What follows belongs to an exercise in optimizing a design on an open flow for small area and a short achievable clock period; a production flow would make more cautious choices.
The RTL was checked by simulation tests, not by an equivalence proof against the original design.
No activity file was given, so power comes from the tool's default toggle rates.

[flow/config.mk]
export PLATFORM = sky130hd
export DESIGN_NAME = mac
export DESIGN_NICKNAME = mac
export VERILOG_FILES = /design/flow/design.v
export SDC_FILE = /design/flow/constraint.sdc
export NUM_CORES = 4
export LEC_CHECK = 0
export CAP_MARGIN = 20
export CORE_MARGIN = 2
export CORE_UTILIZATION = 40
export SLEW_MARGIN = 20
export SYNTH_HIERARCHICAL = 1
export SYNTH_MINIMUM_KEEP_SIZE = 0
export SETUP_SLACK_MARGIN = 11
export BUFFER_PORTS_ARGS = -buffer_cell sky130_fd_sc_hd__buf_2
export CTS_ARGS = -sink_clustering_enable -repair_clock_nets -dont_use_dummy_load -buf_list sky130_fd_sc_hd__clkbuf_4 -root_buf sky130_fd_sc_hd__clkbuf_4 -sink_clustering_size 30
[flow/constraint.sdc]
create_clock -name core_clock -period 18.0 [get_ports {clk}]
set_input_delay 3.6000 -clock core_clock [delete_from_list [all_inputs] [get_ports {clk}]]
set_output_delay 3.6000 -clock core_clock [all_outputs]
set_load 0.01 [all_outputs]
[flow/design.v]
module mac(input clk, input rst, input [15:0] x, input [15:0] y, output [31:0] acc);
reg r0_0;
reg r1_0;
reg r2_0;
reg r3_0;
reg r4_0;
reg r5_0;
reg r6_0;
reg r6_1;
reg r7_0;
reg r7_1;
reg r8_0;
reg r8_1;
reg r9_0;
reg r9_1;
reg r10_0;
reg r10_1;
reg r11_0;
reg r11_1;
reg r12_0;
reg r12_1;
reg r13_0;
reg r13_1;
reg r14_0;
reg r14_1;
reg r15_0;
reg r15_1;
reg r16_0;
reg r16_1;
reg r17_0;
reg r17_1;
reg r18_0;
reg r18_1;
reg r19_0;
reg r19_1;
reg r20_0;
reg r20_1;
reg r21_0;
reg r21_1;
reg r22_0;
reg r22_1;
reg r23_0;
reg r23_1;
reg r24_0;
reg r24_1;
reg r25_0;
reg r25_1;
reg r26_0;
reg r26_1;
reg r27_0;
reg r27_1;
reg r28_0;
reg r28_1;
reg r29_0;
reg r29_1;
reg r30_0;
reg r30_1;
reg r31_0;
reg rci;
wire p1;
wire p2;
wire p3;
wire p4;
wire p5;
wire p6;
wire p7;
wire p8;
wire p9;
wire p10;
wire p11;
wire p12;
wire p13;
wire p14;
wire p15;
wire p16;
wire p17;
wire p18;
wire p19;
wire p20;
wire p21;
wire p22;
wire p23;
wire p24;
wire p25;
wire p26;
wire p27;
wire p28;
wire p29;
wire p30;
wire p31;
wire p32;
wire p33;
wire p34;
wire p35;
wire p36;
wire p37;
wire p38;
wire p39;
wire p40;
wire p41;
wire p42;
wire p43;
wire p44;
wire p45;
wire p46;
wire p47;
wire p48;
wire p49;
wire p50;
wire p51;
wire p52;
wire p53;
wire p54;
wire p55;
wire p56;
wire p57;
wire p58;
wire p59;
wire p60;
wire p61;
wire p62;
wire p63;
wire p64;
wire p65;
wire p66;
wire p67;
wire p68;
wire p69;
wire p70;
wire p71;
wire p72;
wire p73;
wire p74;
wire p75;
wire p76;
wire p77;
wire p78;
wire p79;
wire p80;
wire p81;
wire p82;
wire p83;
wire p84;
wire p85;
wire p86;
wire p87;
wire p88;
wire p89;
wire p90;
wire p91;
wire p92;
wire p93;
wire p94;
wire p95;
wire p96;
wire p97;
wire p98;
wire p99;
wire p100;
wire p101;
wire p102;
wire p103;
wire p104;
wire p105;
wire p106;
wire p107;
wire p108;
wire p109;
wire p110;
wire p111;
wire p112;
wire p113;
wire p114;
wire p115;
wire p116;
wire p117;
wire p118;
wire p119;
wire p120;
wire p121;
wire p122;
wire p123;
wire p124;
wire p125;
wire p126;
wire p127;
wire p128;
wire p129;
wire p130;
wire p131;
wire p132;
wire p133;
wire p134;
wire p135;
wire p136;
wire p137;
wire p138;
wire p139;
wire p140;
wire p141;
wire p142;
wire p143;
wire p144;
wire p145;
wire p146;
wire p147;
wire p148;
wire p149;
wire p150;
wire p151;
wire p152;
wire p153;
wire p154;
wire p155;
wire p156;
wire p157;
wire p158;
wire p159;
wire p160;
wire p161;
wire p162;
wire p163;
wire p164;
wire p165;
wire p166;
wire p167;
wire p168;
wire p169;
wire p170;
wire p171;
wire p172;
wire p173;
wire p174;
wire p175;
wire p176;
wire p177;
wire p178;
wire p179;
wire p180;
wire p181;
wire p182;
wire p183;
wire p184;
wire p185;
wire p186;
wire p187;
wire p188;
wire p189;
wire p190;
wire p191;
wire p192;
wire p193;
wire p194;
wire p195;
wire p196;
wire p197;
wire p198;
wire p199;
wire p200;
wire p201;
wire p202;
wire p203;
wire p204;
wire p205;
wire p206;
wire p207;
wire p208;
wire p209;
wire p210;
wire p211;
wire p212;
wire p213;
wire p214;
wire p215;
wire p216;
wire p217;
wire p218;
wire p219;
wire p220;
wire p221;
wire p222;
wire p223;
wire p224;
wire p225;
wire p226;
wire p227;
wire p228;
wire p229;
wire p230;
wire p231;
wire p232;
wire p233;
wire p234;
wire p235;
wire p236;
wire p237;
wire p238;
wire p239;
wire p240;
wire p241;
wire p242;
wire p243;
wire p244;
wire p245;
wire p246;
wire p247;
wire p248;
wire p249;
wire p250;
wire p251;
wire p252;
wire p253;
wire p254;
wire p255;
wire p256;
wire s257;
wire c258;
wire s259;
wire c260;
wire s261;
wire c262;
wire s263;
wire c264;
wire s265;
wire c266;
wire s267;
wire c268;
wire s269;
wire c270;
wire s271;
wire c272;
wire s273;
wire c274;
wire s275;
wire c276;
wire s277;
wire c278;
wire s279;
wire c280;
wire s281;
wire c282;
wire s283;
wire c284;
wire s285;
wire c286;
wire s287;
wire c288;
wire s289;
wire c290;
wire s291;
wire c292;
wire s293;
wire c294;
wire s295;
wire c296;
wire s297;
wire c298;
wire s299;
wire c300;
wire s301;
wire c302;
wire s303;
wire c304;
wire s305;
wire c306;
wire s307;
wire c308;
wire s309;
wire c310;
wire s311;
wire c312;
wire s313;
wire c314;
wire s315;
wire c316;
wire s317;
wire c318;
wire s319;
wire c320;
wire s321;
wire c322;
wire s323;
wire c324;
wire s325;
wire c326;
wire s327;
wire c328;
wire s329;
wire c330;
wire s331;
wire c332;
wire s333;
wire c334;
wire s335;
wire c336;
wire s337;
wire c338;
wire s339;
wire c340;
wire s341;
wire c342;
wire s343;
wire c344;
wire s345;
wire c346;
wire s347;
wire c348;
wire s349;
wire c350;
wire s351;
wire c352;
wire s353;
wire c354;
wire s355;
wire c356;
wire s357;
wire c358;
wire s359;
wire c360;
wire s361;
wire c362;
wire s363;
wire c364;
wire s365;
wire c366;
wire s367;
wire c368;
wire s369;
wire c370;
wire s371;
wire c372;
wire s373;
wire c374;
wire s375;
wire c376;
wire s377;
wire c378;
wire s379;
wire c380;
wire s381;
wire c382;
wire s383;
wire c384;
wire s385;
wire c386;
wire s387;
wire c388;
wire s389;
wire c390;
wire s391;
wire c392;
wire s393;
wire c394;
wire s395;
wire c396;
wire s397;
wire c398;
wire s399;
wire c400;
wire s401;
wire c402;
wire s403;
wire c404;
wire s405;
wire c406;
wire s407;
wire c408;
wire s409;
wire c410;
wire s411;
wire c412;
wire s413;
wire c414;
wire s415;
wire c416;
wire s417;
wire c418;
wire s419;
wire c420;
wire s421;
wire c422;
wire s423;
wire c424;
wire s425;
wire c426;
wire s427;
wire c428;
wire s429;
wire c430;
wire s431;
wire c432;
wire s433;
wire c434;
wire s435;
wire c436;
wire s437;
wire c438;
wire s439;
wire c440;
wire s441;
wire c442;
wire s443;
wire c444;
wire s445;
wire c446;
wire s447;
wire c448;
wire s449;
wire c450;
wire s451;
wire c452;
wire s453;
wire c454;
wire s455;
wire c456;
wire s457;
wire c458;
wire s459;
wire c460;
wire s461;
wire c462;
wire s463;
wire c464;
wire s465;
wire c466;
wire s467;
wire c468;
wire s469;
wire c470;
wire s471;
wire c472;
wire s473;
wire c474;
wire s475;
wire c476;
wire s477;
wire c478;
wire s479;
wire c480;
wire s481;
wire c482;
wire s483;
wire c484;
wire s485;
wire c486;
wire s487;
wire c488;
wire s489;
wire c490;
wire s491;
wire c492;
wire s493;
wire c494;
wire s495;
wire c496;
wire s497;
wire c498;
wire s499;
wire c500;
wire s501;
wire c502;
wire s503;
wire c504;
wire s505;
wire c506;
wire s507;
wire c508;
wire s509;
wire c510;
wire s511;
wire c512;
wire s513;
wire c514;
wire s515;
wire c516;
wire s517;
wire c518;
wire s519;
wire c520;
wire s521;
wire c522;
wire s523;
wire c524;
wire s525;
wire c526;
wire s527;
wire c528;
wire s529;
wire c530;
wire s531;
wire c532;
wire s533;
wire c534;
wire s535;
wire c536;
wire s537;
wire c538;
wire s539;
wire c540;
wire s541;
wire c542;
wire s543;
wire c544;
wire s545;
wire c546;
wire s547;
wire c548;
wire s549;
wire c550;
wire s551;
wire c552;
wire s553;
wire c554;
wire s555;
wire c556;
wire s557;
wire c558;
wire s559;
wire c560;
wire s561;
wire c562;
wire s563;
wire c564;
wire s565;
wire c566;
wire s567;
wire c568;
wire s569;
wire c570;
wire s571;
wire c572;
wire s573;
wire c574;
wire s575;
wire c576;
wire s577;
wire c578;
wire s579;
wire c580;
wire s581;
wire c582;
wire s583;
wire c584;
wire s585;
wire c586;
wire s587;
wire c588;
wire s589;
wire c590;
wire s591;
wire c592;
wire s593;
wire c594;
wire s595;
wire c596;
wire s597;
wire c598;
wire s599;
wire c600;
wire s601;
wire c602;
wire s603;
wire c604;
wire s605;
wire c606;
wire s607;
wire c608;
wire s609;
wire c610;
wire s611;
wire c612;
wire s613;
wire c614;
wire s615;
wire c616;
wire s617;
wire c618;
wire s619;
wire c620;
wire s621;
wire c622;
wire s623;
wire c624;
wire s625;
wire c626;
wire s627;
wire c628;
wire s629;
wire c630;
wire s631;
wire c632;
wire s633;
wire c634;
wire s635;
wire c636;
wire s637;
wire c638;
wire s639;
wire c640;
wire s641;
wire c642;
wire s643;
wire c644;
wire s645;
wire c646;
wire s647;
wire c648;
wire s649;
wire c650;
wire s651;
wire c652;
wire s653;
wire c654;
wire s655;
wire c656;
wire s657;
wire c658;
wire s659;
wire c660;
wire s661;
wire c662;
wire s663;
wire c664;
wire s665;
wire c666;
wire s667;
wire c668;
wire s669;
wire c670;
wire s671;
wire c672;
wire s673;
wire c674;
wire s675;
wire c676;
wire s677;
wire c678;
wire s679;
wire c680;
wire s681;
wire c682;
wire s683;
wire c684;
wire s685;
wire c686;
wire s687;
wire c688;
wire s689;
wire c690;
wire s691;
wire c692;
wire s693;
wire c694;
wire s695;
wire c696;
wire s697;
wire c698;
wire s699;
wire c700;
wire s701;
wire c702;
wire s703;
wire c704;
wire s705;
wire c706;
wire s707;
wire c708;
wire s709;
wire c710;
wire s711;
wire c712;
wire s713;
wire c714;
wire s715;
wire c716;
wire s717;
wire c718;
wire s719;
wire c720;
wire s721;
wire c722;
wire s723;
wire c724;
wire s725;
wire c726;
wire s727;
wire c728;
wire s729;
wire c730;
wire s731;
wire c732;
wire s733;
wire c734;
wire s735;
wire c736;
wire s737;
wire c738;
wire s739;
wire c740;
wire s741;
wire c742;
wire s743;
wire c744;
wire s745;
wire c746;
wire s747;
wire c748;
wire s749;
wire c750;
wire s751;
wire c752;
wire s753;
wire c754;
wire s755;
wire c756;
wire s757;
wire c758;
wire s759;
wire c760;
wire s761;
wire c762;
wire s763;
wire c764;
wire s765;
wire c766;
wire s767;
wire c768;
wire s769;
wire c770;
wire s771;
wire c772;
wire s773;
wire c774;
wire s775;
wire c776;
wire s777;
wire c778;
wire s779;
wire c780;
wire s781;
wire c782;
wire s783;
wire c784;
wire s785;
wire c786;
wire s787;
wire c788;
wire s789;
wire c790;
wire s791;
wire c792;
wire s793;
wire c794;
wire s795;
wire c796;
wire s797;
wire c798;
wire s799;
wire c800;
wire s801;
wire c802;
wire x803;
wire x804;
wire [15:0] xg = x;
wire r0_0_f = ~r0_0;
wire r1_0_f = ~r1_0;
wire r2_0_f = ~r2_0;
wire r3_0_f = ~r3_0;
wire r4_0_f = ~r4_0;
wire r5_0_f = ~r5_0;
wire r6_0_f = ~r6_0;
wire r6_1_f = ~r6_1;
wire r7_0_f = ~r7_0;
wire r7_1_f = ~r7_1;
wire r8_0_f = ~r8_0;
wire r8_1_f = ~r8_1;
wire r9_0_f = ~r9_0;
wire r9_1_f = ~r9_1;
wire r10_0_f = ~r10_0;
wire r10_1_f = ~r10_1;
wire r11_0_f = ~r11_0;
wire r11_1_f = ~r11_1;
wire r12_0_f = ~r12_0;
wire r12_1_f = ~r12_1;
wire r13_0_f = ~r13_0;
wire r13_1_f = ~r13_1;
wire r14_0_f = ~r14_0;
wire r14_1_f = ~r14_1;
wire r15_0_f = ~r15_0;
wire r15_1_f = ~r15_1;
wire r16_0_f = ~r16_0;
wire r16_1_f = ~r16_1;
wire r17_0_f = ~r17_0;
wire r17_1_f = ~r17_1;
wire r18_0_f = ~r18_0;
wire r18_1_f = ~r18_1;
wire r19_0_f = ~r19_0;
wire r19_1_f = ~r19_1;
wire r20_0_f = ~r20_0;
wire r20_1_f = ~r20_1;
wire r21_0_f = ~r21_0;
wire r21_1_f = ~r21_1;
wire r22_0_f = ~r22_0;
wire r22_1_f = ~r22_1;
wire r23_0_f = ~r23_0;
wire r23_1_f = ~r23_1;
wire r24_0_f = ~r24_0;
wire r24_1_f = ~r24_1;
wire r25_0_f = ~r25_0;
wire r25_1_f = ~r25_1;
wire r26_0_f = ~r26_0;
wire r26_1_f = ~r26_1;
wire r27_0_f = ~r27_0;
wire r27_1_f = ~r27_1;
wire r28_0_f = ~r28_0;
wire r28_1_f = ~r28_1;
wire r29_0_f = ~r29_0;
wire r29_1_f = ~r29_1;
wire r30_0_f = ~r30_0;
wire r30_1_f = ~r30_1;
wire r31_0_f = ~r31_0;
wire rci_f = ~rci;
assign p1 = ~(xg[0] & y[0]);
assign p2 = ~(xg[0] & y[1]);
assign p3 = ~(xg[0] & y[2]);
assign p4 = ~(xg[0] & y[3]);
assign p5 = ~(xg[0] & y[4]);
assign p6 = ~(xg[0] & y[5]);
assign p7 = ~(xg[0] & y[6]);
assign p8 = ~(xg[0] & y[7]);
assign p9 = ~(xg[0] & y[8]);
assign p10 = ~(xg[0] & y[9]);
assign p11 = ~(xg[0] & y[10]);
assign p12 = ~(xg[0] & y[11]);
assign p13 = ~(xg[0] & y[12]);
assign p14 = ~(xg[0] & y[13]);
assign p15 = ~(xg[0] & y[14]);
assign p16 = ~(xg[0] & y[15]);
assign p17 = ~(xg[1] & y[0]);
assign p18 = ~(xg[1] & y[1]);
assign p19 = ~(xg[1] & y[2]);
assign p20 = ~(xg[1] & y[3]);
assign p21 = ~(xg[1] & y[4]);
assign p22 = ~(xg[1] & y[5]);
assign p23 = ~(xg[1] & y[6]);
assign p24 = ~(xg[1] & y[7]);
assign p25 = ~(xg[1] & y[8]);
assign p26 = ~(xg[1] & y[9]);
assign p27 = ~(xg[1] & y[10]);
assign p28 = ~(xg[1] & y[11]);
assign p29 = ~(xg[1] & y[12]);
assign p30 = ~(xg[1] & y[13]);
assign p31 = ~(xg[1] & y[14]);
assign p32 = ~(xg[1] & y[15]);
assign p33 = ~(xg[2] & y[0]);
assign p34 = ~(xg[2] & y[1]);
assign p35 = ~(xg[2] & y[2]);
assign p36 = ~(xg[2] & y[3]);
assign p37 = ~(xg[2] & y[4]);
assign p38 = ~(xg[2] & y[5]);
assign p39 = ~(xg[2] & y[6]);
assign p40 = ~(xg[2] & y[7]);
assign p41 = ~(xg[2] & y[8]);
assign p42 = ~(xg[2] & y[9]);
assign p43 = ~(xg[2] & y[10]);
assign p44 = ~(xg[2] & y[11]);
assign p45 = ~(xg[2] & y[12]);
assign p46 = ~(xg[2] & y[13]);
assign p47 = ~(xg[2] & y[14]);
assign p48 = ~(xg[2] & y[15]);
assign p49 = ~(xg[3] & y[0]);
assign p50 = ~(xg[3] & y[1]);
assign p51 = ~(xg[3] & y[2]);
assign p52 = ~(xg[3] & y[3]);
assign p53 = ~(xg[3] & y[4]);
assign p54 = ~(xg[3] & y[5]);
assign p55 = ~(xg[3] & y[6]);
assign p56 = ~(xg[3] & y[7]);
assign p57 = ~(xg[3] & y[8]);
assign p58 = ~(xg[3] & y[9]);
assign p59 = ~(xg[3] & y[10]);
assign p60 = ~(xg[3] & y[11]);
assign p61 = ~(xg[3] & y[12]);
assign p62 = ~(xg[3] & y[13]);
assign p63 = ~(xg[3] & y[14]);
assign p64 = ~(xg[3] & y[15]);
assign p65 = ~(xg[4] & y[0]);
assign p66 = ~(xg[4] & y[1]);
assign p67 = ~(xg[4] & y[2]);
assign p68 = ~(xg[4] & y[3]);
assign p69 = ~(xg[4] & y[4]);
assign p70 = ~(xg[4] & y[5]);
assign p71 = ~(xg[4] & y[6]);
assign p72 = ~(xg[4] & y[7]);
assign p73 = ~(xg[4] & y[8]);
assign p74 = ~(xg[4] & y[9]);
assign p75 = ~(xg[4] & y[10]);
assign p76 = ~(xg[4] & y[11]);
assign p77 = ~(xg[4] & y[12]);
assign p78 = ~(xg[4] & y[13]);
assign p79 = ~(xg[4] & y[14]);
assign p80 = ~(xg[4] & y[15]);
assign p81 = ~(xg[5] & y[0]);
assign p82 = ~(xg[5] & y[1]);
assign p83 = ~(xg[5] & y[2]);
assign p84 = ~(xg[5] & y[3]);
assign p85 = ~(xg[5] & y[4]);
assign p86 = ~(xg[5] & y[5]);
assign p87 = ~(xg[5] & y[6]);
assign p88 = ~(xg[5] & y[7]);
assign p89 = ~(xg[5] & y[8]);
assign p90 = ~(xg[5] & y[9]);
assign p91 = ~(xg[5] & y[10]);
assign p92 = ~(xg[5] & y[11]);
assign p93 = ~(xg[5] & y[12]);
assign p94 = ~(xg[5] & y[13]);
assign p95 = ~(xg[5] & y[14]);
assign p96 = ~(xg[5] & y[15]);
assign p97 = ~(xg[6] & y[0]);
assign p98 = ~(xg[6] & y[1]);
assign p99 = ~(xg[6] & y[2]);
assign p100 = ~(xg[6] & y[3]);
assign p101 = ~(xg[6] & y[4]);
assign p102 = ~(xg[6] & y[5]);
assign p103 = ~(xg[6] & y[6]);
assign p104 = ~(xg[6] & y[7]);
assign p105 = ~(xg[6] & y[8]);
assign p106 = ~(xg[6] & y[9]);
assign p107 = ~(xg[6] & y[10]);
assign p108 = ~(xg[6] & y[11]);
assign p109 = ~(xg[6] & y[12]);
assign p110 = ~(xg[6] & y[13]);
assign p111 = ~(xg[6] & y[14]);
assign p112 = ~(xg[6] & y[15]);
assign p113 = ~(xg[7] & y[0]);
assign p114 = ~(xg[7] & y[1]);
assign p115 = ~(xg[7] & y[2]);
assign p116 = ~(xg[7] & y[3]);
assign p117 = ~(xg[7] & y[4]);
assign p118 = ~(xg[7] & y[5]);
assign p119 = ~(xg[7] & y[6]);
assign p120 = ~(xg[7] & y[7]);
assign p121 = ~(xg[7] & y[8]);
assign p122 = ~(xg[7] & y[9]);
assign p123 = ~(xg[7] & y[10]);
assign p124 = ~(xg[7] & y[11]);
assign p125 = ~(xg[7] & y[12]);
assign p126 = ~(xg[7] & y[13]);
assign p127 = ~(xg[7] & y[14]);
assign p128 = ~(xg[7] & y[15]);
assign p129 = ~(xg[8] & y[0]);
assign p130 = ~(xg[8] & y[1]);
assign p131 = ~(xg[8] & y[2]);
assign p132 = ~(xg[8] & y[3]);
assign p133 = ~(xg[8] & y[4]);
assign p134 = ~(xg[8] & y[5]);
assign p135 = ~(xg[8] & y[6]);
assign p136 = ~(xg[8] & y[7]);
assign p137 = ~(xg[8] & y[8]);
assign p138 = ~(xg[8] & y[9]);
assign p139 = ~(xg[8] & y[10]);
assign p140 = ~(xg[8] & y[11]);
assign p141 = ~(xg[8] & y[12]);
assign p142 = ~(xg[8] & y[13]);
assign p143 = ~(xg[8] & y[14]);
assign p144 = ~(xg[8] & y[15]);
assign p145 = ~(xg[9] & y[0]);
assign p146 = ~(xg[9] & y[1]);
assign p147 = ~(xg[9] & y[2]);
assign p148 = ~(xg[9] & y[3]);
assign p149 = ~(xg[9] & y[4]);
assign p150 = ~(xg[9] & y[5]);
assign p151 = ~(xg[9] & y[6]);
assign p152 = ~(xg[9] & y[7]);
assign p153 = ~(xg[9] & y[8]);
assign p154 = ~(xg[9] & y[9]);
assign p155 = ~(xg[9] & y[10]);
assign p156 = ~(xg[9] & y[11]);
assign p157 = ~(xg[9] & y[12]);
assign p158 = ~(xg[9] & y[13]);
assign p159 = ~(xg[9] & y[14]);
assign p160 = ~(xg[9] & y[15]);
assign p161 = ~(xg[10] & y[0]);
assign p162 = ~(xg[10] & y[1]);
assign p163 = ~(xg[10] & y[2]);
assign p164 = ~(xg[10] & y[3]);
assign p165 = ~(xg[10] & y[4]);
assign p166 = ~(xg[10] & y[5]);
assign p167 = ~(xg[10] & y[6]);
assign p168 = ~(xg[10] & y[7]);
assign p169 = ~(xg[10] & y[8]);
assign p170 = ~(xg[10] & y[9]);
assign p171 = ~(xg[10] & y[10]);
assign p172 = ~(xg[10] & y[11]);
assign p173 = ~(xg[10] & y[12]);
assign p174 = ~(xg[10] & y[13]);
assign p175 = ~(xg[10] & y[14]);
assign p176 = ~(xg[10] & y[15]);
assign p177 = ~(xg[11] & y[0]);
assign p178 = ~(xg[11] & y[1]);
assign p179 = ~(xg[11] & y[2]);
assign p180 = ~(xg[11] & y[3]);
assign p181 = ~(xg[11] & y[4]);
assign p182 = ~(xg[11] & y[5]);
assign p183 = ~(xg[11] & y[6]);
assign p184 = ~(xg[11] & y[7]);
assign p185 = ~(xg[11] & y[8]);
assign p186 = ~(xg[11] & y[9]);
assign p187 = ~(xg[11] & y[10]);
assign p188 = ~(xg[11] & y[11]);
assign p189 = ~(xg[11] & y[12]);
assign p190 = ~(xg[11] & y[13]);
assign p191 = ~(xg[11] & y[14]);
assign p192 = ~(xg[11] & y[15]);
assign p193 = ~(xg[12] & y[0]);
assign p194 = ~(xg[12] & y[1]);
assign p195 = ~(xg[12] & y[2]);
assign p196 = ~(xg[12] & y[3]);
assign p197 = ~(xg[12] & y[4]);
assign p198 = ~(xg[12] & y[5]);
assign p199 = ~(xg[12] & y[6]);
assign p200 = ~(xg[12] & y[7]);
assign p201 = ~(xg[12] & y[8]);
assign p202 = ~(xg[12] & y[9]);
assign p203 = ~(xg[12] & y[10]);
assign p204 = ~(xg[12] & y[11]);
assign p205 = ~(xg[12] & y[12]);
assign p206 = ~(xg[12] & y[13]);
assign p207 = ~(xg[12] & y[14]);
assign p208 = ~(xg[12] & y[15]);
assign p209 = ~(xg[13] & y[0]);
assign p210 = ~(xg[13] & y[1]);
assign p211 = ~(xg[13] & y[2]);
assign p212 = ~(xg[13] & y[3]);
assign p213 = ~(xg[13] & y[4]);
assign p214 = ~(xg[13] & y[5]);
assign p215 = ~(xg[13] & y[6]);
assign p216 = ~(xg[13] & y[7]);
assign p217 = ~(xg[13] & y[8]);
assign p218 = ~(xg[13] & y[9]);
assign p219 = ~(xg[13] & y[10]);
assign p220 = ~(xg[13] & y[11]);
assign p221 = ~(xg[13] & y[12]);
assign p222 = ~(xg[13] & y[13]);
assign p223 = ~(xg[13] & y[14]);
assign p224 = ~(xg[13] & y[15]);
assign p225 = ~(xg[14] & y[0]);
assign p226 = ~(xg[14] & y[1]);
assign p227 = ~(xg[14] & y[2]);
assign p228 = ~(xg[14] & y[3]);
assign p229 = ~(xg[14] & y[4]);
assign p230 = ~(xg[14] & y[5]);
assign p231 = ~(xg[14] & y[6]);
assign p232 = ~(xg[14] & y[7]);
assign p233 = ~(xg[14] & y[8]);
assign p234 = ~(xg[14] & y[9]);
assign p235 = ~(xg[14] & y[10]);
assign p236 = ~(xg[14] & y[11]);
assign p237 = ~(xg[14] & y[12]);
assign p238 = ~(xg[14] & y[13]);
assign p239 = ~(xg[14] & y[14]);
assign p240 = ~(xg[14] & y[15]);
assign p241 = ~(xg[15] & y[0]);
assign p242 = ~(xg[15] & y[1]);
assign p243 = ~(xg[15] & y[2]);
assign p244 = ~(xg[15] & y[3]);
assign p245 = ~(xg[15] & y[4]);
assign p246 = ~(xg[15] & y[5]);
assign p247 = ~(xg[15] & y[6]);
assign p248 = ~(xg[15] & y[7]);
assign p249 = ~(xg[15] & y[8]);
assign p250 = ~(xg[15] & y[9]);
assign p251 = ~(xg[15] & y[10]);
assign p252 = ~(xg[15] & y[11]);
assign p253 = ~(xg[15] & y[12]);
assign p254 = ~(xg[15] & y[13]);
assign p255 = ~(xg[15] & y[14]);
assign p256 = ~(xg[15] & y[15]);
fa us257 (r0_0_f, p1, 1'b1, s257, c258);
fa us259 (r1_0_f, p17, p2, s259, c260);
fa us261 (c258, s259, 1'b1, s261, c262);
fa us263 (r2_0_f, p18, p3, s263, c264);
fa us265 (p33, c260, s263, s265, c266);
fa us267 (c262, s265, 1'b1, s267, c268);
fa us269 (r3_0_f, p19, p34, s269, c270);
fa us271 (p4, p49, c264, s271, c272);
fa us273 (s269, c266, s271, s273, c274);
fa us275 (c268, s273, 1'b1, s275, c276);
fa us277 (r4_0_f, p20, p35, s277, c278);
fa us279 (p5, p50, p65, s279, c280);
fa us281 (c270, s277, s279, s281, c282);
fa us283 (c272, s281, c274, s283, c284);
fa us285 (c276, s283, 1'b1, s285, c286);
fa us287 (r5_0_f, p21, p36, s287, c288);
fa us289 (p51, p6, p66, s289, c290);
fa us291 (p81, c278, c280, s291, c292);
fa us293 (s287, s289, c282, s293, c294);
fa us295 (s291, s293, c284, s295, c296);
fa us297 (c286, s295, 1'b1, s297, c298);
fa us299 (r6_0_f, r6_1_f, rci_f, s299, c300);
fa us301 (r11_0_f, r11_1_f, 1'b1, s301, c302);
fa us303 (r12_0_f, r12_1_f, p103, s303, c304);
fa us305 (p118, p13, 1'b1, s305, c306);
fa us307 (r13_0_f, r13_1_f, p104, s307, c308);
fa us309 (p119, p134, p14, s309, c310);
fa us311 (p149, p164, 1'b1, s311, c312);
fa us313 (r14_0_f, r14_1_f, p105, s313, c314);
fa us315 (p120, p135, p15, s315, c316);
fa us317 (p150, p165, p180, s317, c318);
fa us319 (p195, p210, 1'b1, s319, c320);
fa us321 (r15_0_f, r15_1_f, p106, s321, c322);
fa us323 (p121, p136, p151, s323, c324);
fa us325 (p16, p166, p181, s325, c326);
fa us327 (p196, p211, p226, s327, c328);
fa us329 (p241, p31, 1'b1, s329, c330);
fa us331 (r16_0_f, r16_1_f, p107, s331, c332);
fa us333 (p122, p137, p152, s333, c334);
fa us335 (p167, p182, p197, s335, c336);
fa us337 (p212, p227, p242, s337, c338);
fa us339 (p32, p47, 1'b1, s339, c340);
fa us341 (r17_0_f, r17_1_f, p108, s341, c342);
fa us343 (p123, p138, p153, s343, c344);
fa us345 (p168, p183, p198, s345, c346);
fa us347 (p213, p228, p243, s347, c348);
fa us349 (r18_0_f, r18_1_f, p109, s349, c350);
fa us351 (p124, p139, p154, s351, c352);
fa us353 (p169, p184, p199, s353, c354);
fa us355 (r19_0_f, r19_1_f, p110, s355, c356);
fa us357 (p125, p140, p155, s357, c358);
fa us359 (r20_0_f, r20_1_f, p111, s359, c360);
fa us361 (s299, p22, p37, s361, c362);
fa us363 (p52, p67, p7, s363, c364);
fa us365 (r7_0_f, r7_1_f, c300, s365, c366);
fa us367 (p113, p23, p38, s367, c368);
fa us369 (r8_0_f, r8_1_f, p114, s369, c370);
fa us371 (p129, p24, p39, s371, c372);
fa us373 (r9_0_f, r9_1_f, p10, s373, c374);
fa us375 (p100, p115, p130, s375, c376);
fa us377 (p145, p25, 1'b1, s377, c378);
fa us379 (r10_0_f, r10_1_f, p101, s379, c380);
fa us381 (p11, p116, p131, s381, c382);
fa us383 (p146, p161, p26, s383, c384);
fa us385 (p41, p56, 1'b1, s385, c386);
fa us387 (s301, p102, p117, s387, c388);
fa us389 (p12, p132, p147, s389, c390);
fa us391 (p162, p177, p27, s391, c392);
fa us393 (p42, p57, p72, s393, c394);
fa us395 (c302, p133, p148, s395, c396);
fa us397 (p163, p178, p193, s397, c398);
fa us399 (p28, p43, p58, s399, c400);
fa us401 (p73, p88, s303, s401, c402);
fa us403 (p179, p194, p209, s403, c404);
fa us405 (p29, p44, p59, s405, c406);
fa us407 (p74, p89, c304, s407, c408);
fa us409 (c306, s307, s309, s409, c410);
fa us411 (p225, p30, p45, s411, c412);
fa us413 (p60, p75, p90, s413, c414);
fa us415 (c308, c310, c312, s415, c416);
fa us417 (s313, s315, s317, s417, c418);
fa us419 (p46, p61, p76, s419, c420);
fa us421 (p91, c314, c316, s421, c422);
fa us423 (c318, c320, s321, s423, c424);
fa us425 (s323, s325, s327, s425, c426);
fa us427 (p62, p77, p92, s427, c428);
fa us429 (c322, c324, c326, s429, c430);
fa us431 (c328, c330, s331, s431, c432);
fa us433 (s333, s335, s337, s433, c434);
fa us435 (p48, p63, p78, s435, c436);
fa us437 (p93, c332, c334, s437, c438);
fa us439 (c336, c338, c340, s439, c440);
fa us441 (s341, s343, s345, s441, c442);
fa us443 (p214, p229, p244, s443, c444);
fa us445 (p64, p79, p94, s445, c446);
fa us447 (c342, c344, c346, s447, c448);
fa us449 (c348, s349, s351, s449, c450);
fa us451 (p170, p185, p200, s451, c452);
fa us453 (p215, p230, p245, s453, c454);
fa us455 (p80, p95, c350, s455, c456);
fa us457 (c352, c354, s355, s457, c458);
fa us459 (p126, p141, p156, s459, c460);
fa us461 (p171, p186, p201, s461, c462);
fa us463 (p216, p231, p246, s463, c464);
fa us465 (p96, c356, c358, s465, c466);
fa us467 (r21_0_f, r21_1_f, p112, s467, c468);
fa us469 (p127, p142, p157, s469, c470);
fa us471 (p172, p187, p202, s471, c472);
fa us473 (p217, p232, p247, s473, c474);
fa us475 (r22_0_f, r22_1_f, p128, s475, c476);
fa us477 (p143, p158, p173, s477, c478);
fa us479 (p188, p203, p218, s479, c480);
fa us481 (r23_0_f, r23_1_f, p144, s481, c482);
fa us483 (p159, p174, p189, s483, c484);
fa us485 (r24_0_f, r24_1_f, p160, s485, c486);
fa us487 (p82, p97, c288, s487, c488);
fa us489 (c290, s361, 1'b1, s489, c490);
fa us491 (s365, p53, p68, s491, c492);
fa us493 (p8, p83, p98, s493, c494);
fa us495 (c362, c364, 1'b1, s495, c496);
fa us497 (c366, p54, p69, s497, c498);
fa us499 (p84, p9, p99, s499, c500);
fa us501 (c368, s369, s371, s501, c502);
fa us503 (p40, p55, p70, s503, c504);
fa us505 (p85, c370, c372, s505, c506);
fa us507 (s373, s375, s377, s507, c508);
fa us509 (p71, p86, c374, s509, c510);
fa us511 (c376, c378, s379, s511, c512);
fa us513 (s381, s383, s385, s513, c514);
fa us515 (p87, c380, c382, s515, c516);
fa us517 (c384, c386, s387, s517, c518);
fa us519 (s389, s391, s393, s519, c520);
fa us521 (c388, c390, c392, s521, c522);
fa us523 (c394, s305, s395, s523, c524);
fa us525 (s397, s399, s401, s525, c526);
fa us527 (c396, c398, c400, s527, c528);
fa us529 (s311, s403, s405, s529, c530);
fa us531 (c402, s407, s409, s531, c532);
fa us533 (c404, c406, s319, s533, c534);
fa us535 (s411, s413, c408, s535, c536);
fa us537 (c410, s415, s417, s537, c538);
fa us539 (c412, c414, s329, s539, c540);
fa us541 (s419, c416, c418, s541, c542);
fa us543 (s421, s423, s425, s543, c544);
fa us545 (c420, s339, s427, s545, c546);
fa us547 (c422, c424, c426, s547, c548);
fa us549 (s429, s431, s433, s549, c550);
fa us551 (c428, s347, s435, s551, c552);
fa us553 (c430, c432, c434, s553, c554);
fa us555 (s437, s439, s441, s555, c556);
fa us557 (c436, s353, s443, s557, c558);
fa us559 (s445, c438, c440, s559, c560);
fa us561 (c442, s447, s449, s561, c562);
fa us563 (c444, c446, s357, s563, c564);
fa us565 (s451, s453, c448, s565, c566);
fa us567 (c450, s455, s457, s567, c568);
fa us569 (c452, c454, s359, s569, c570);
fa us571 (s459, s461, s463, s571, c572);
fa us573 (c456, c458, s465, s573, c574);
fa us575 (c360, c460, c462, s575, c576);
fa us577 (c464, s467, s469, s577, c578);
fa us579 (s471, s473, c466, s579, c580);
fa us581 (p233, p248, c468, s581, c582);
fa us583 (c470, c472, c474, s583, c584);
fa us585 (s475, s477, s479, s585, c586);
fa us587 (p204, p219, p234, s587, c588);
fa us589 (p249, c476, c478, s589, c590);
fa us591 (c480, s481, s483, s591, c592);
fa us593 (p175, p190, p205, s593, c594);
fa us595 (p220, p235, p250, s595, c596);
fa us597 (c482, c484, s485, s597, c598);
fa us599 (r25_0_f, r25_1_f, p176, s599, c600);
fa us601 (p191, p206, p221, s601, c602);
fa us603 (p236, p251, c486, s603, c604);
fa us605 (r26_0_f, r26_1_f, p192, s605, c606);
fa us607 (p207, p222, p237, s607, c608);
fa us609 (r27_0_f, r27_1_f, p208, s609, c610);
fa us611 (s363, c292, s487, s611, c612);
fa us613 (s367, s491, s493, s613, c614);
fa us615 (c488, c490, 1'b1, s615, c616);
fa us617 (c492, c494, s497, s617, c618);
fa us619 (s499, c496, s501, s619, c620);
fa us621 (c498, c500, s503, s621, c622);
fa us623 (c502, s505, s507, s623, c624);
fa us625 (c504, c506, c508, s625, c626);
fa us627 (s509, s511, s513, s627, c628);
fa us629 (c510, c512, c514, s629, c630);
fa us631 (s515, s517, s519, s631, c632);
fa us633 (c516, c518, c520, s633, c634);
fa us635 (s521, s523, s525, s635, c636);
fa us637 (c522, c524, s527, s637, c638);
fa us639 (s529, c526, s531, s639, c640);
fa us641 (c528, c530, s533, s641, c642);
fa us643 (s535, c532, s537, s643, c644);
fa us645 (c534, s539, c536, s645, c646);
fa us647 (c538, s541, s543, s647, c648);
fa us649 (c540, s545, c542, s649, c650);
fa us651 (c544, s547, s549, s651, c652);
fa us653 (c546, s551, c548, s653, c654);
fa us655 (c550, s553, s555, s655, c656);
fa us657 (c552, s557, c554, s657, c658);
fa us659 (s559, c556, s561, s659, c660);
fa us661 (c558, s563, c560, s661, c662);
fa us663 (s565, c562, s567, s663, c664);
fa us665 (c564, s569, s571, s665, c666);
fa us667 (c566, c568, s573, s667, c668);
fa us669 (c570, c572, s575, s669, c670);
fa us671 (s577, c574, s579, s671, c672);
fa us673 (c576, c578, s581, s673, c674);
fa us675 (s583, s585, c580, s675, c676);
fa us677 (s587, c582, c584, s677, c678);
fa us679 (c586, s589, s591, s679, c680);
fa us681 (c588, s593, s595, s681, c682);
fa us683 (c590, c592, s597, s683, c684);
fa us685 (c594, c596, s599, s685, c686);
fa us687 (s601, c598, s603, s687, c688);
fa us689 (p252, c600, c602, s689, c690);
fa us691 (s605, s607, c604, s691, c692);
fa us693 (p223, p238, p253, s693, c694);
fa us695 (c606, c608, s609, s695, c696);
fa us697 (r28_0_f, r28_1_f, p224, s697, c698);
fa us699 (p239, p254, c610, s699, c700);
fa us701 (r29_0_f, r29_1_f, p240, s701, c702);
fa us703 (s489, c294, 1'b1, s703, c704);
fa us705 (s495, s613, c612, s705, c706);
fa us707 (c614, s617, c616, s707, c708);
fa us709 (c618, s621, c620, s709, c710);
fa us711 (c622, c624, s625, s711, c712);
fa us713 (c626, c628, s629, s713, c714);
fa us715 (c630, c632, s633, s715, c716);
fa us717 (c634, s637, c636, s717, c718);
fa us719 (c638, s641, c640, s719, c720);
fa us721 (c642, s645, c644, s721, c722);
fa us723 (c646, s649, c648, s723, c724);
fa us725 (c650, s653, c652, s725, c726);
fa us727 (c654, s657, c656, s727, c728);
fa us729 (c658, s661, c660, s729, c730);
fa us731 (s665, c662, c664, s731, c732);
fa us733 (c666, s669, c668, s733, c734);
fa us735 (c670, s673, c672, s735, c736);
fa us737 (c674, s677, s679, s737, c738);
fa us739 (s681, c678, c680, s739, c740);
fa us741 (c682, s685, c684, s741, c742);
fa us743 (c686, s689, c688, s743, c744);
fa us745 (s693, c690, s695, s745, c746);
fa us747 (c694, s697, c696, s747, c748);
fa us749 (p255, c698, s701, s749, c750);
fa us751 (r30_0_f, r30_1_f, p256, s751, c752);
fa us753 (s611, s703, 1'b1, s753, c754);
fa us755 (s615, c704, s705, s755, c756);
fa us757 (s619, c706, s707, s757, c758);
fa us759 (s623, c708, s709, s759, c760);
fa us761 (s627, c710, s711, s761, c762);
fa us763 (s631, c712, s713, s763, c764);
fa us765 (c714, s715, s635, s765, c766);
fa us767 (c716, s639, s717, s767, c768);
fa us769 (s643, c718, s719, s769, c770);
fa us771 (s647, c720, s721, s771, c772);
fa us773 (s651, c722, s723, s773, c774);
fa us775 (s655, c724, s725, s775, c776);
fa us777 (s659, c726, s727, s777, c778);
fa us779 (s663, c728, s729, s779, c780);
fa us781 (s667, c730, s731, s781, c782);
fa us783 (s671, c732, s733, s783, c784);
fa us785 (s675, c734, s735, s785, c786);
fa us787 (c676, s737, c736, s787, c788);
fa us789 (s683, c738, s739, s789, c790);
fa us791 (s687, c740, s741, s791, c792);
fa us793 (s691, c742, s743, s793, c794);
fa us795 (c692, s745, c744, s795, c796);
fa us797 (s699, c746, s747, s797, c798);
fa us799 (c700, s749, c748, s799, c800);
fa us801 (c702, s751, c750, s801, c802);
assign x803 = ~(r31_0_f ^ c752);
assign x804 = ~(x803 ^ c802);
always @(posedge clk) begin
  r0_0 <= ~(rst | s257);
  r1_0 <= ~(rst | s261);
  r2_0 <= ~(rst | s267);
  r3_0 <= ~(rst | s275);
  r4_0 <= ~(rst | s285);
  r5_0 <= ~(rst | s297);
  r6_0 <= ~(rst | c296);
  r6_1 <= ~(rst | s753);
  r7_0 <= ~(rst | c754);
  r7_1 <= ~(rst | s755);
  r8_0 <= ~(rst | c756);
  r8_1 <= ~(rst | s757);
  r9_0 <= ~(rst | c758);
  r9_1 <= ~(rst | s759);
  r10_0 <= ~(rst | c760);
  r10_1 <= ~(rst | s761);
  r11_0 <= ~(rst | c762);
  r11_1 <= ~(rst | s763);
  r12_0 <= ~(rst | c764);
  r12_1 <= ~(rst | s765);
  r13_0 <= ~(rst | c766);
  r13_1 <= ~(rst | s767);
  r14_0 <= ~(rst | c768);
  r14_1 <= ~(rst | s769);
  r15_0 <= ~(rst | c770);
  r15_1 <= ~(rst | s771);
  r16_0 <= ~(rst | c772);
  r16_1 <= ~(rst | s773);
  r17_0 <= ~(rst | c774);
  r17_1 <= ~(rst | s775);
  r18_0 <= ~(rst | c776);
  r18_1 <= ~(rst | s777);
  r19_0 <= ~(rst | c778);
  r19_1 <= ~(rst | s779);
  r20_0 <= ~(rst | c780);
  r20_1 <= ~(rst | s781);
  r21_0 <= ~(rst | c782);
  r21_1 <= ~(rst | s783);
  r22_0 <= ~(rst | c784);
  r22_1 <= ~(rst | s785);
  r23_0 <= ~(rst | c786);
  r23_1 <= ~(rst | s787);
  r24_0 <= ~(rst | s789);
  r24_1 <= ~(rst | c788);
  r25_0 <= ~(rst | c790);
  r25_1 <= ~(rst | s791);
  r26_0 <= ~(rst | c792);
  r26_1 <= ~(rst | s793);
  r27_0 <= ~(rst | c794);
  r27_1 <= ~(rst | s795);
  r28_0 <= ~(rst | s797);
  r28_1 <= ~(rst | c796);
  r29_0 <= ~(rst | c798);
  r29_1 <= ~(rst | s799);
  r30_0 <= ~(rst | s801);
  r30_1 <= ~(rst | c800);
  r31_0 <= ~(rst | x804);
  rci <= ~(rst | c298);
end
assign acc[0] = r0_0;
assign acc[1] = r1_0;
assign acc[2] = r2_0;
assign acc[3] = r3_0;
assign acc[4] = r4_0;
assign acc[5] = r5_0;
wire [25:0] ra = {r31_0, r30_0, r29_0, r28_0, r27_0, r26_0, r25_0, r24_0, r23_0, r22_0, r21_0, r20_0, r19_0, r18_0, r17_0, r16_0, r15_0, r14_0, r13_0, r12_0, r11_0, r10_0, r9_0, r8_0, r7_0, r6_0};
wire [25:0] rb = {1'b0, r30_1, r29_1, r28_1, r27_1, r26_1, r25_1, r24_1, r23_1, r22_1, r21_1, r20_1, r19_1, r18_1, r17_1, r16_1, r15_1, r14_1, r13_1, r12_1, r11_1, r10_1, r9_1, r8_1, r7_1, r6_1};
addn u_add (ra, rb, rci, acc[31:6]);
endmodule
module addn(input [25:0] a, input [25:0] b, input ci, output [25:0] s);
wire [25:0] g, p, c;
pgen u_pg (a, b, g, p);
pfx u_pfx (g, p, ci, c);
assign s = p ^ c;
endmodule
module pgen(input [25:0] a, input [25:0] b, output [25:0] g, output [25:0] p);
assign g = a & b;
assign p = a ^ b;
endmodule
module pfx(input [25:0] g, input [25:0] p, input ci, output [25:0] c);
wire gc0 = g[0] | (p[0] & ci);
wire G1 = g[1] | (p[1] & gc0);
wire G2 = g[3] | (p[3] & g[2]);
wire P2 = p[3] & p[2];
wire G3 = g[5] | (p[5] & g[4]);
wire P3 = p[5] & p[4];
wire G4 = g[7] | (p[7] & g[6]);
wire P4 = p[7] & p[6];
wire G5 = g[9] | (p[9] & g[8]);
wire P5 = p[9] & p[8];
wire G6 = g[11] | (p[11] & g[10]);
wire P6 = p[11] & p[10];
wire G7 = g[13] | (p[13] & g[12]);
wire P7 = p[13] & p[12];
wire G8 = g[15] | (p[15] & g[14]);
wire P8 = p[15] & p[14];
wire G9 = g[17] | (p[17] & g[16]);
wire P9 = p[17] & p[16];
wire G10 = g[19] | (p[19] & g[18]);
wire P10 = p[19] & p[18];
wire G11 = g[21] | (p[21] & g[20]);
wire P11 = p[21] & p[20];
wire G12 = g[23] | (p[23] & g[22]);
wire P12 = p[23] & p[22];
wire G13 = g[25] | (p[25] & g[24]);
wire P13 = p[25] & p[24];
wire G14 = g[2] | (p[2] & G1);
wire G15 = G2 | (P2 & G1);
wire G16 = g[6] | (p[6] & G3);
wire P16 = p[6] & P3;
wire G17 = G4 | (P4 & G3);
wire P17 = P4 & P3;
wire G18 = g[10] | (p[10] & G5);
wire P18 = p[10] & P5;
wire G19 = G6 | (P6 & G5);
wire P19 = P6 & P5;
wire G20 = g[14] | (p[14] & G7);
wire P20 = p[14] & P7;
wire G21 = G8 | (P8 & G7);
wire P21 = P8 & P7;
wire G22 = g[18] | (p[18] & G9);
wire P22 = p[18] & P9;
wire G23 = G10 | (P10 & G9);
wire P23 = P10 & P9;
wire G24 = g[22] | (p[22] & G11);
wire P24 = p[22] & P11;
wire G25 = G12 | (P12 & G11);
wire P25 = P12 & P11;
wire G26 = g[4] | (p[4] & G15);
wire G27 = G3 | (P3 & G15);
wire G28 = G16 | (P16 & G15);
wire G29 = G17 | (P17 & G15);
wire G30 = g[12] | (p[12] & G19);
wire P30 = p[12] & P19;
wire G31 = G7 | (P7 & G19);
wire P31 = P7 & P19;
wire G32 = G20 | (P20 & G19);
wire P32 = P20 & P19;
wire G33 = G21 | (P21 & G19);
wire P33 = P21 & P19;
wire G34 = g[20] | (p[20] & G23);
wire P34 = p[20] & P23;
wire G35 = G11 | (P11 & G23);
wire P35 = P11 & P23;
wire G36 = G24 | (P24 & G23);
wire P36 = P24 & P23;
wire G37 = G25 | (P25 & G23);
wire P37 = P25 & P23;
wire G38 = g[8] | (p[8] & G29);
wire G39 = G5 | (P5 & G29);
wire G40 = G18 | (P18 & G29);
wire G41 = G19 | (P19 & G29);
wire G42 = G30 | (P30 & G29);
wire G43 = G31 | (P31 & G29);
wire G44 = G32 | (P32 & G29);
wire G45 = G33 | (P33 & G29);
wire G46 = g[24] | (p[24] & G37);
wire P46 = p[24] & P37;
wire G47 = G13 | (P13 & G37);
wire P47 = P13 & P37;
wire G48 = g[16] | (p[16] & G45);
wire G49 = G9 | (P9 & G45);
wire G50 = G22 | (P22 & G45);
wire G51 = G23 | (P23 & G45);
wire G52 = G34 | (P34 & G45);
wire G53 = G35 | (P35 & G45);
wire G54 = G36 | (P36 & G45);
wire G55 = G37 | (P37 & G45);
wire G56 = G46 | (P46 & G45);
wire G57 = G47 | (P47 & G45);
assign c[0] = ci;
assign c[1] = gc0;
assign c[2] = G1;
assign c[3] = G14;
assign c[4] = G15;
assign c[5] = G26;
assign c[6] = G27;
assign c[7] = G28;
assign c[8] = G29;
assign c[9] = G38;
assign c[10] = G39;
assign c[11] = G40;
assign c[12] = G41;
assign c[13] = G42;
assign c[14] = G43;
assign c[15] = G44;
assign c[16] = G45;
assign c[17] = G48;
assign c[18] = G49;
assign c[19] = G50;
assign c[20] = G51;
assign c[21] = G52;
assign c[22] = G53;
assign c[23] = G54;
assign c[24] = G55;
assign c[25] = G56;
endmodule
module fa(input a, input b, input c, output s, output co);
assign s = a ^ b ^ c;
assign co = (a & b) | (a & c) | (b & c);
endmodule
[flow/flow/run.sh]
#!/bin/bash
# Layout: the standard ORFS flow (standard.sh, standard synthesis), with
#  - timing repair aimed at a setup slack of SETUP_MARGIN ns, so the resizer
#    works on the real critical paths even though the clock period is loose,
#  - port buffers of a small cell (every port still gets its own buffer),
#  - a clock tree without dummy balancing loads.
# Each tool's output goes to standard.log here and ORFS's own logs in orfs/logs.
set -euo pipefail
M=$(cat flow/margin)
CTS_EXTRA=$(cat flow/cts 2>/dev/null || true)
cat >> config.mk <<EOC
export SETUP_SLACK_MARGIN = $M
export BUFFER_PORTS_ARGS = -buffer_cell sky130_fd_sc_hd__buf_2
export CTS_ARGS = -sink_clustering_enable -repair_clock_nets -dont_use_dummy_load $CTS_EXTRA
EOC
bash standard.sh > standard.log 2>&1
[flow/flow/cts]
-buf_list sky130_fd_sc_hd__clkbuf_4 -root_buf sky130_fd_sc_hd__clkbuf_4 -sink_clustering_size 30
[flow/flow/margin]
11
[flow/standard.sh]
#!/bin/bash
# synth_recipe.tcl (not shown) runs the flow's synth.tcl, then flattens the netlist and writes it again
# the make line also repeats each setting of config.mk as NAME=value (left out here)
make -C /OpenROAD-flow-scripts/flow DESIGN_CONFIG=/design/flow/config.mk WORK_HOME=/design/flow/orfs CLKGATE_MAP_FILE= SYNTH_SCRIPT=/design/flow/synth_recipe.tcl "${@:-finish}"
==> notes.md, run 1 <==
status=no timing/DRC/antenna violations; std cell rows=56; combinational power share=82.5%; grt total ovfl=0; cts bufs inserted=9; # fillers=2334; CTS Buffer Depth=2; Mapped Cells=923; sequential cell area=1160 µm²; Avg Inst Size Synth=10.4 µm²; Power Density=170 nW/µm²; Worst-Margin Slew=0.633 ns; Setup Fix Bufs, Post-CTS=0; Hold Fails Final Rpt=0; wire per inst=18.6 µm; clock transition at the registers of the reported paths=0.10 ns; vias in the first global route=7075; fin. max-slew vios=0; port buffer count=65; internal power=0.000862 W; Clock Sinks=58; Post-synth EDFFs=0; part of the cycle the worst path needs=37.4%; core footprint=23500 µm²; Reg-to-Reg End=r13_1$_DFF_P_; Post-synth top cells=273 x fa_1, 261 x nand2_1, 59 x inv_1, 59 x nor2_1, 58 x dfxtp_1; Highest Clock Rate=0.149 GHz; IO Pins=66; area of the multi-input gates=7720 µm²; launch point of the critical path=y[9]; Starting DRT DRC Count=361; Clock Latency Late Sink=0.46 ns; R2R setup slack=14.46 ns; Final Skew=0.0284 ns; Starting Density=40.9%; Synth Flop Type=dfxtp_1; DRC=0; Die Height=159 µm; crit path capture type=register; final wirelength=23000 µm; fin nets=1248; top cell type's share of synthesized area=56.7%; chip width=159 µm; TritonCTS clock tree=done; yosys warns=7; Yosys top cell by area=fa_1; number of synthesized register bits=58; Worst Setup EP=r17_1$_DFF_P_; share of post-route cells with drive strength above 1=8.76%; vias per std cell=5.01; final setup fails=0; Max FO, Critical Path=16; RSZ-0062 raised after global routing=no; switching portion of total power=48.8%; Setup crit start kind=input port; Worst Path Required=18.33 ns; relative slew slack=57.8%; post-route ant nets=0; largest net degree at the start of global routing=59; synth top area cells=fa_1 57%, dfxtp_1 12%, nand2_1 10%; CTS H-tree lvls=3; DIE AREA=25300 µm²; Seq/Total Area, Yosys=12.1%; setup tns final=0 ns; antenna violations before repair=2; max-cap viol count=0; Core Util, Final=42.1%; R2R Path Start=r11_0$_DFF_P_; Distinct cells, synth=34; GR Util All Layers=19.8%; net load switching power=0.000822 W; Hold Buf Count CTS=0; Async SR Flop Fraction=0%; GPL Wtd Cong=0.857; worst vdd rail ir drop=0.0991 mV; crit path kind=input port to register; Initial DRT Pass Iterations=5; CTS Root Cell=clkbuf_4; DP HPWL=18200 µm; register share of total power=13.2%; Setup WS pre-CTS=10.80 ns; Hold Crit Class=register to register; crit path time final=6.73 ns; cell with the most instances after synthesis=fa_1; vias=6172; critical path arrival=7.06 ns; global-route wire length before repair=38500 µm; area delta synth->final=2.81%; Post-Syn Area=9630 µm²; final worst slack=11.27 ns; R2R depth=8; Clock Power Share=4.2%; LEAKAGE=3.95 nW
==> cells by family (layout without fill, tap and decap cells) <==
group,after synthesis,in the layout,share of synthesized area [%]
compound gates,46,46,3.39
xor+xnor,27,27,2.60
fa+ha+maj,299,299,60.1
buf+inv,161,133,8.59
flops,58,58,12.1
other cells,2,21,0.0780
simple gates,330,330,13.2
==> cell type report <==
class                           instances  share of cell area [%]
Timing Repair Buffer                   65                    3.31
Antenna cell                            1                  0.0253
Sequential cell                        58                    11.7
Multi-Input combinational cell        722                    78.0
Tap cell                              319                    4.03
Inverter                               59                    2.24
Clock buffer                            9                   0.682
==> worst max-delay path, stage by stage <==
cell and delay [ns]:
buf_2 0.35, nand2_1 0.14, fa_1 0.52, fa_1 0.60, fa_1 0.45, fa_1 0.39, fa_1 0.45, fa_1 0.49
nor2_1 0.04
==> per-layer routing <==
| metal | wire length [µm] | GRT usage [%] | up-vias |
|---|---|---|---|
| li1 | - | - | 2669 |
| met3 | 1060 | 3.23 | 38 |
| met4 | 634 | 7.23 | 2 |
| met1 | 10100 | 26.7 | 3282 |
| met5 | 7 | 0 | - |
| met2 | 11200 | 32.5 | 181 |
==> per-module statistics from Yosys (local to each module, per instance) <==
module  cells  copies in the design  flip-flops and latches
addn       26                     1                       0
fa          1                   273                       0
mac       508                     1                      58
pfx        90                     1                       0
pgen       26                     1                       0
==> cell usage in the layout (no fill, tap or decap), types with 2 or more instances in the layout <==
cell	Yosys	layout
ha_1	26	26
nor2_1	59	59
buf_2	35	64
inv_1	59	59
xor2_1	26	26
nand2b_1	2	2
fa_1	273	273
dfxtp_1	58	58
a21oi_1	8	8
a31o_1	2	2
o21a_1	2	2
clkbuf_4	0	9
conb_1	2	20
nand4_1	5	5
o21ai_0	3	3
nand2_1	261	261
a21o_1	20	20
==> timing repair <==
item	CTS	global route
endpoints found under the hold margin	0	0
gates resized for setup	1	1
endpoints found under the setup margin	2	2
==> how the worst min path moves through the flow <==
stage	from	slack, ns	cells after the start	endpoint
after floorplan	r0_0$_DFF_P_	0.60	3	r0_0$_DFF_P_
final	r31_0$_DFF_P_	0.63	2	r31_0$_DFF_P_
after global routing	r31_0$_DFF_P_	0.68	2	r31_0$_DFF_P_
after global placement	r0_0$_DFF_P_	0.61	3	r0_0$_DFF_P_
after CTS	r31_0$_DFF_P_	0.64	2	r31_0$_DFF_P_
after detailed placement	r31_0$_DFF_P_	0.62	2	r31_0$_DFF_P_
==> power groups by stage <==
stage,logic (W),registers [W],clock network (W)
2_1_floorplan,0.00109,0.000217,0
3_3_place_gp,0.00140,0.000226,0
3_5_place_dp,0.00141,0.000226,0
4_1_cts,0.00142,0.000224,0.0000748
5_1_grt,0.00163,0.000229,0.0000791
6_report,0.00139,0.000223,0.0000715
==> stage by stage <==
stage / instance area (µm²) / hold slack (ns) / total power, W / std cells
after floorplan: 9700 / 0.598 / 0.00131 / 941
after detailed placement: 9820 / 0.621 / 0.00164 / 1223
after global routing: 9900 / 0.675 / 0.00194 / 1233
final: 9900 / 0.633 / 0.00168 / 1233
after global placement: 9820 / 0.614 / 0.00162 / 1223
after CTS: 9890 / 0.640 / 0.00172 / 1232
==> run 2: changes to the inputs <==
==> flow/flow/cts (replaced) <==
-buf_list sky130_fd_sc_hd__clkbuf_8 -root_buf sky130_fd_sc_hd__clkbuf_16 -sink_clustering_size 30
--- a/flow/config.mk
+++ b/flow/config.mk
@@ -9,3 +9,3 @@
 export CORE_MARGIN = 2
-export CORE_UTILIZATION = 40
+export CORE_UTILIZATION = 60
 export SLEW_MARGIN = 20
@@ -15,2 +15,2 @@
 export BUFFER_PORTS_ARGS = -buffer_cell sky130_fd_sc_hd__buf_2
-export CTS_ARGS = -sink_clustering_enable -repair_clock_nets -dont_use_dummy_load -buf_list sky130_fd_sc_hd__clkbuf_4 -root_buf sky130_fd_sc_hd__clkbuf_4 -sink_clustering_size 30
+export CTS_ARGS = -sink_clustering_enable -repair_clock_nets -dont_use_dummy_load -buf_list sky130_fd_sc_hd__clkbuf_8 -root_buf sky130_fd_sc_hd__clkbuf_16 -sink_clustering_size 30
==> notes.md, run 2 <==
Hold Buf Count CTS=0; sequential cell area=1160 µm²; Synth Flop Type=dfxtp_1; Seq/Total Area, Yosys=12.1%; Mapped Cells=923; switching portion of total power=47.7%; worst vdd rail ir drop=0.115 mV; CTS Root Cell=clkbuf_16; core footprint=15800 µm²; status=no timing/DRC/antenna violations; cell with the most instances after synthesis=fa_1; crit path time final=6.89 ns; Clock Sinks=58; RSZ-0062 raised after global routing=no; TritonCTS clock tree=done; vias in the first global route=7208; GPL Wtd Cong=0.849; Avg Inst Size Synth=10.4 µm²; Worst-Margin Slew=0.677 ns; post-route ant nets=0; R2R Path Start=r6_0$_DFF_P_; port buffer count=65; yosys warns=7; Yosys top cell by area=fa_1; std cell rows=46; commonest non-fill, non-tap cell in the layout=fa_1; top cell type's share of synthesized area=56.7%; crit path capture type=register; Post-Syn Area=9630 µm²; launch point of the critical path=y[9]; Distinct cells, synth=34; net load switching power=0.000853 W; Clock Power Share=8.2%; DRC=0; antenna violations before repair=1; part of the cycle the worst path needs=38.3%; critical path arrival=7.09 ns; Initial DRT Pass Iterations=4; Starting Density=61.1%; Post-synth top cells=273 x fa_1, 261 x nand2_1, 59 x inv_1, 59 x nor2_1, 58 x dfxtp_1; relative slew slack=54.9%; Hold Fails Final Rpt=0; Die Height=131 µm; setup tns final=0 ns; DIE AREA=17100 µm²; Max FO, Critical Path=16; final wirelength=23600 µm; # fillers=1378; CTS H-tree lvls=3; fin nets=1248; Setup crit start kind=input port; cts bufs inserted=9; combinational power share=79.2%; internal power=0.000936 W; chip width=131 µm; Power Density=180 nW/µm²; commonest cells after routing, fill and taps aside=273 x fa_1, 261 x nand2_1, 64 x buf_2; Setup Fix Bufs, Post-CTS=0; register share of total power=12.7%; synth top area cells=fa_1 57%, dfxtp_1 12%, nand2_1 10%; vias per std cell=5.63; crit path kind=input port to register; Non-Filler Instances=1129; GR Util All Layers=31.1%; Async SR Flop Fraction=0%; area of the multi-input gates=7720 µm²; Hold Crit Class=register to register; max-cap viol count=0; Placed Cells incl. Taps=1120; clock transition at the registers of the reported paths=0.06 ns; CTS Buffer Depth=2; area delta synth->final=3.08%; delay of the slowest cell on the worst path=0.60 ns; wire per inst=20.9 µm; LEAKAGE=4.02 nW; vias=6351; Highest Clock Rate=0.145 GHz; share of post-route cells with drive strength above 1=8.76%; Post-synth EDFFs=0; Clock Latency Late Sink=0.35 ns; DP HPWL=18500 µm; fin. max-slew vios=0; global-route wire length before repair=38400 µm; Worst Path Required=18.20 ns; crit-path cells=buf_2, nand2_1, fa_1, fa_1, fa_1, fa_1, fa_1, fa_1, nor2_1; IO Pins=66; Ant. Diodes=0; CP most frequent cell=fa_1; Final Skew=0.0172 ns; largest net degree at the start of global routing=59; slowest CP cell=fa_1; HP Start=r31_0$_DFF_P_; Starting DRT DRC Count=365; number of synthesized register bits=58; final setup fails=0; grt total ovfl=0
run 2: cell counts after synthesis:
Identical to the previous run, type by type.
run 2: cell type report:
cell class / count / area share, %
multi-input combinational: 722 / 77.8
sequential: 58 / 11.7
timing repair buffer: 65 / 3.30
tap: 216 / 2.72
clock buffer: 9 / 2.27
inverter: 59 / 2.23
run 2: worst max-delay path: cells and delay by family:
kind          cells  cell delay (ns)
simple gates      2             0.19
buf+inv           1             0.35
fa+ha+maj         6             2.95
run 2: path summary, 6_finish.rpt:
kind	end	slack, ns	cells past startpoint
max	r17_1$_DFF_P_	11.11	9
min	r31_0$_DFF_P_	0.62	2
max reg2reg	r7_1$_DFF_P_	14.41	8
min reg2reg	r31_0$_DFF_P_	0.62	2
run 2: through the flow:
stage               total power, W  utilization [%]  worst slack, ns  hold slack (ns)  area (µm²)
finish                     0.00179             63.0            11.11            0.625        9930
global route               0.00203             63.0            11.03            0.679        9930
CTS                        0.00181             62.9            11.10            0.633        9920
detailed placement         0.00165             61.4            10.77            0.623        9690
global placement           0.00161             61.4            10.83            0.608        9690
floorplan                  0.00131                -            11.04            0.598        9700
run 2: cells by family (layout without fill, tap and decap cells):
| group | Yosys count | count (layout) | share of synthesized area (%) |
|---|---|---|---|
| AO/OA/AOI/OAI | 46 | 46 | 3.39 |
| XOR/XNOR | 27 | 27 | 2.60 |
| adder cells (fa/ha/maj) | 299 | 299 | 60.1 |
| buffers and inverters | 161 | 133 | 8.59 |
| flip-flops | 58 | 58 | 12.1 |
| other | 2 | 20 | 0.0780 |
| AND/OR/NAND/NOR | 330 | 330 | 13.2 |
run 2: power groups by stage:
| stage | clock (W) | combinational [W] | sequential (W) |
|---|---|---|---|
| finish | 0.000146 | 0.00142 | 0.000226 |
| global route | 0.000154 | 0.00165 | 0.000231 |
| CTS | 0.000150 | 0.00144 | 0.000227 |
| detailed placement | 0 | 0.00142 | 0.000228 |
| global placement | 0 | 0.00138 | 0.000227 |
| floorplan | 0 | 0.00109 | 0.000217 |
run 2: repair_timing:
| action | CTS | global route |
|---|---|---|
| gates cloned | 0 | 0 |
| setup endpoints to repair | 1 | 1 |
| resized for setup | 1 | 1 |
run 2: modules after synthesis, one instance, submodules excluded:
module	cells	area (µm²)	times used	flops+latches
pfx	90	619	1	0
fa	1	20.0	273	0
pgen	26	325	1	0
addn	26	228	1	0
mac	508	2990	1	58
run 2: per-layer routing:
layer  part of all wire [%]  vias up  track usage [%]
met1                     42     3360             43.4
met5                      0        -                0
met4                    3.2        0             11.6
li1                       -     2673                -
met3                    6.8       50             5.66
met2                     48      268             49.6
==> run 3: changes to the inputs <==
--- a/flow/config.mk
+++ b/flow/config.mk
@@ -9,3 +9,3 @@
 export CORE_MARGIN = 2
-export CORE_UTILIZATION = 60
+export CORE_UTILIZATION = 40
 export SLEW_MARGIN = 20
==> notes.md, run 3 <==
status=no timing/DRC/antenna violations; largest net degree at the start of global routing=59; GPL Wtd Cong=0.857; Post-Synth Simple-Gate Area=13.2%; cts bufs inserted=9; crit path time final=6.84 ns; CTS Buffer Depth=2; Yosys top cell by area=fa_1; Worst Path Required=18.20 ns; final worst slack=11.16 ns; main combinational cell family by area after synthesis=adder cells; Hold Crit Class=register to register; cell with the most instances after synthesis=fa_1; fin nets=1248; Clock Latency Late Sink=0.34 ns; Setup WS pre-CTS=10.80 ns; number of synthesized register bits=58; Avg Inst Size Synth=10.4 µm²; switching portion of total power=47.3%; area delta synth->final=4.35%; commonest non-fill, non-tap cell in the layout=fa_1; IO Pins=66; Largest delay share family, worst path=adder cells; Worst-Margin Slew=0.761 ns; net load switching power=0.000829 W; Final Skew=0.0136 ns; register share of total power=12.8%; vias per std cell=5.02; relative slew slack=48.8%; setup tns final=0 ns; mux contribution to synthesized area=0%; final wirelength=23000 µm; slowest CP cell=fa_1; DRC=0; Levels on crit path=9; DP HPWL=18200 µm; Power Density=174 nW/µm²; Mapped Cells=923; max-cap viol count=0; GR Util All Layers=19.8%; part of the cycle the worst path needs=38.0%; Ant. Diodes=0; internal power=0.000925 W; Synth Flop Type=dfxtp_1; top cell type's share of synthesized area=56.7%; critical path arrival=7.04 ns; Clock Power Share=8.2%; final hold slack=0.627 ns; delay of the slowest cell on the worst path=0.59 ns; xor/xnor cell area share of the yosys netlist=2.60%; yosys warns=7; RSZ-0062 raised after global routing=no; global-route wire length before repair=38500 µm; crit-path cells=buf_2, nand2_1, fa_1, fa_1, fa_1, fa_1, fa_1, fa_1, nor2_1; Hold Fails Final Rpt=0; wire per inst=18.7 µm; Max FO, Critical Path=16; DIE AREA=25300 µm²; vias in the first global route=7102; crit path capture type=register; port buffer count=65; Post-Synth Adder-Cell Area=60.1%; Clock Sinks=58; synth top area cells=fa_1 57%, dfxtp_1 12%, nand2_1 10%; Post-Syn Area=9630 µm²; CTS H-tree lvls=3; # fillers=2312; grt total ovfl=0; combinational power share=79.0%; core footprint=23500 µm²; Setup crit start kind=input port; Starting Density=40.9%; TritonCTS clock tree=done; Starting DRT DRC Count=316; post-route ant nets=0; antenna violations before repair=1; CTS Root Cell=clkbuf_16; chip width=159 µm; final setup fails=0; Seq/Total Area, Yosys=12.1%; WHS Path Cells=2; Die Height=159 µm; LEAKAGE=4.01 nW; R2R depth=8; crit path kind=input port to register; Tot Pwr=0.00175 W; Async SR Flop Fraction=0%; worst vdd rail ir drop=0.102 mV; Post-synth top cells=273 x fa_1, 261 x nand2_1, 59 x inv_1, 59 x nor2_1, 58 x dfxtp_1; commonest cells after routing, fill and taps aside=273 x fa_1, 261 x nand2_1, 64 x buf_2; share of post-route cells with drive strength above 1=8.65%; Hold Buf Count CTS=0; CP bufs+invs=1; Highest Clock Rate=0.146 GHz; Post-synth EDFFs=0; Synth Area in Compound Gates=3.39%; vias=6189; CP most frequent cell=fa_1; std cell rows=56; Initial DRT Pass Iterations=5; fin. max-slew vios=0; Distinct cells, synth=34
## run 3: cell counts after synthesis
No cell type changed its count.
## run 3: what timing repair did
item,in CTS,in global routing
setup buffers,0,0
endpoints found under the setup margin,0,3
resized for setup,0,1
hold endpoints to repair,0,0
## run 3: metal layers
metal	part of all wire, %	global-route usage (%)	wire length, µm
met5	0.030	0	7
met4	3.1	7.02	716
met3	4.6	3.02	1050
met2	49	32.6	11100
met1	44	26.7	10100
## run 3: worst register-to-register path, delay by kind of cell, from the launching register on
kind,cells,cell delay [ns]
fa+ha+maj,6,2.98
buf+inv,1,0.06
flops,1,0.33
simple gates,1,0.04
## run 3: cell type report
| type | count | area, µm² | area share, % |
|---|---|---|---|
| inverter | 59 | 221 | 2.20 |
| multi-input combinational | 722 | 7720 | 76.8 |
| tap | 319 | 399 | 3.97 |
| sequential | 58 | 1160 | 11.6 |
| clock buffer | 9 | 225 | 2.24 |
| timing repair buffer | 65 | 328 | 3.26 |
## run 3: path summary, 6_finish.rpt
| path | from | slack [ns] | endpoint |
|---|---|---|---|
| worst max-delay path | y[9] | 11.16 | r17_1$_DFF_P_ |
| worst min-delay path | r31_0$_DFF_P_ | 0.63 | r31_0$_DFF_P_ |
| worst max register to register | r11_0$_DFF_P_ | 14.47 | r13_1$_DFF_P_ |
| worst min register to register | r31_0$_DFF_P_ | 0.63 | r31_0$_DFF_P_ |
## run 3: power by group through the flow
stage                     combinational [W]  clock, W  sequential (W)
final                               0.00139  0.000144        0.000224
after global routing                0.00163  0.000151        0.000230
after CTS                           0.00142  0.000147        0.000225
after detailed placement            0.00141         0        0.000226
after global placement              0.00140         0        0.000226
after floorplan                     0.00109         0        0.000217
## run 3: cell families (layout without fill, tap and decap cells)
logic type	count (synthesis)	count (layout)
xor gates and xnor gates	27	27
DFF	58	58
and+or+nand+nor	330	330
adders and majority gates	299	299
other	2	20
AOI/OAI and AO/OA	46	46
buffers and inverters	161	133
## run 3: Yosys stat by module (local to each module, per instance)
module | flops+latches | area (µm²)
fa | 0 | 20.0
pfx | 0 | 619
mac | 58 | 2990
addn | 0 | 228
pgen | 0 | 325
## run 3: metrics by stage
step / cell area [µm²] / cells / util, %
2_1_floorplan: 9700 / 941 / -
3_3_place_gp: 9820 / 1223 / 41.7
3_5_place_dp: 9820 / 1223 / 41.7
4_1_cts: 10000 / 1232 / 42.7
5_1_grt: 10100 / 1232 / 42.7
6_report: 10100 / 1232 / 42.7
